This is an optimization exercise on Yosys and OpenROAD, whose aim is small area, not a production implementation.
Function was checked by simulation only, so behaviour that the tests miss may differ from the original.
Power figures rest on the tool's default switching activity, not on a simulated workload.

Setup of job 4388:
// sync_shfifo
module sync_shfifo #(
    parameter FIFO_WIDTH = 32,
    parameter FIFO_ADDR  = 5,
    parameter FIFO_DEPTH = 1 << FIFO_ADDR,
    parameter FIFO_AE_THRESHOLD = 1,
    parameter FIFO_AF_THRESHOLD = FIFO_DEPTH -1)
(
    input                           clk,
    input                           rst_n,
    input                           fifo_wen,
    input      [FIFO_WIDTH-1 :0]    fifo_wdat,
    input                           fifo_ren,
    output     [FIFO_WIDTH-1 :0]    fifo_rdat,
    output                          fifo_empty,
    output                          fifo_full,
    output                          fifo_aempty,
    output                          fifo_afull,
    output     [FIFO_ADDR :0]       fifo_wcnt,
    output reg [FIFO_ADDR :0]       fifo_rcnt,
    output reg                      fifo_wr_full_err,
    output reg                      fifo_rd_empty_err
);
reg  [FIFO_WIDTH-1 :0]   fifo_data[FIFO_DEPTH-1 :0];
reg  [FIFO_ADDR-1 :0]    fifo_rd_ptr;
wire [FIFO_ADDR-1 :0]    fifo_wr_ptr = fifo_rd_ptr + fifo_rcnt[FIFO_ADDR-1:0];
wire wr_acc = fifo_wen & ~fifo_full;
wire rd_acc = fifo_ren & ~fifo_empty;
wire [3:0]              wr_lo, rd_lo;
wire [7:0]              wr_hi, rd_hi;
wire [FIFO_DEPTH-1 :0]  wr_en, rd_sel;
genvar gk, gb;
generate
    for (gk = 0; gk < 4; gk = gk + 1) begin : g_lo
  ...
For scale: about 1700 cells after synthesis, about 1000 flip-flops, roughly 86 I/O pins, ~37000 µm² of cells after synthesis.
export LEC_CHECK = 0
export CAP_MARGIN = 10
export CORE_MARGIN = 2
export CORE_UTILIZATION = 65
export CTS_BUF_LIST = sky130_fd_sc_hd__clkbuf_4
export CTS_CLUSTER_DIAMETER = 40
export CTS_CLUSTER_SIZE = 10
export SLEW_MARGIN = 10
export SYNTH_HIERARCHICAL = 1
create_clock -name core_clock -period 7.0 [get_ports {clk}]
standard.sh (not shown) runs the stock make flow with config.mk's settings and CLKGATE_MAP_FILE= SYNTH_SCRIPT=/design/flow/synth_recipe.tcl, a recipe that flattens the netlist after the stock synthesis.
==> flow/flow/run.sh <==
#!/bin/bash
# Standard ORFS layout (the standard.sh, standard synthesis unchanged);
# the only change: port buffers are sky130_fd_sc_hd__buf_1 (repair_design
# then sizes up or buffers the ones with large loads).
set -uo pipefail
export BUFFER_PORTS_ARGS="-buffer_cell sky130_fd_sc_hd__buf_1"
bash standard.sh > standard.log 2>&1
rc=$?
mkdir -p orfs_logs
cp -r orfs/logs/. orfs_logs/ 2>/dev/null || true
exit $rc
### job 4388 -> job 6516
- CTS_CLUSTER_SIZE changed from 10 to 16
- CORE_UTILIZATION changed from 65 to 70
- CTS_CLUSTER_DIAMETER changed from 40 to 60
- CTS_BUF_LIST changed from sky130_fd_sc_hd__clkbuf_4 to sky130_fd_sc_hd__clkbuf_8
Notes after the runs:
Compared with job 4388, placement row count in job 6516 decreased by a few percent. The post-route cell area of job 6516 is lower than that of job 4388. Summary: global-route wire length before repair, job 6516 better than job 4388. Taking job 4388 as the reference, in job 6516 via count shows a reduction of about 0.6%; count of buffers not belonging to the clock network in the layout went up. Job 6516 vs job 4388, share of the clock period used by the worst path after layout went down by 5.4 points.
The inputs of job 8373 differ from those of job 6516 as listed below.
- GPL_TIMING_DRIVEN: unset -> 0
- CORE_UTILIZATION: 70 -> 55
- Job 8373 finished all stages; the layout is clean.
- Ratio of routed vias to standard cells was higher in the run labelled job 6516.
- Going from job 6516 to job 8373, multi-input gate share of total cell area -0.36 points, clock skew +0.0042 ns.
- Of job 8373 and job 6516, the run reporting the higher area growth from synthesis to layout was job 8373.
- Looking at placeable core region across both flows, job 8373 is the weaker of the two, with job 6516 ahead.
Relative to job 8373, the following input files were edited for job 2142:
- GPL_TIMING_DRIVEN removed (was 0)
--- outcome ---
Number of cell instances on the worst register-to-register path in job 2142 vs job 8373: down 1. On worst slew margin relative to its limit: between job 2142 and job 8373, it ends up lower for job 2142. Met3 usage in global routing: higher on job 2142. Non-clock buffer count was higher in job 8373 than in job 2142. Job 2142 vs. job 8373: cell area went down by 3.0%. Job 2142 — time the final worst path needs with I/O delays and setup 0.25 ns higher, job 8373 as reference. Between job 8373 and job 2142, the flow reports aggregate routed wire length increasing by a few percent. Job 2142: worst setup margin is 0.25 ns lower than what job 8373 reported. Per the comparison of job 2142 with job 8373, power share of the sequential group +1.2 points, worst clock skew rose 0.0030 ns.

re-timing with driven ports:
No port has a modelled driver above. Below, the same layouts with a new extraction and two added sets of constraints.
Step 1 (the two cells are an assumption about what drives the block):
set clk [get_ports {clk}]
set_driving_cell -lib_cell sky130_fd_sc_hd__clkbuf_16 $clk
set_driving_cell -lib_cell sky130_fd_sc_hd__buf_2 [delete_from_list [all_inputs] $clk]
Step 2 adds t to the input delays and takes it off the output delays; t is the mean of the earliest and latest rising clock arrival at the registers after step 1. Input paths then give back, and output paths get back, about the clock's delay inside the block.
Three values: ideal, step 1, step 2; two values: the first two.
run	t (ns)	slack for setup (ns)	worst slew at a driven data input, ns
job 4388	1.081	1.497 / 1.437 / 2.518	0.12
job 6516	0.742	1.873 / 1.815 / 2.558	0.13
job 8373	0.744	2.023 / 1.962 / 2.706	0.13
job 2142	0.738	1.770 / 1.710 / 2.448	0.13
After both steps every run listed still meets setup and hold.
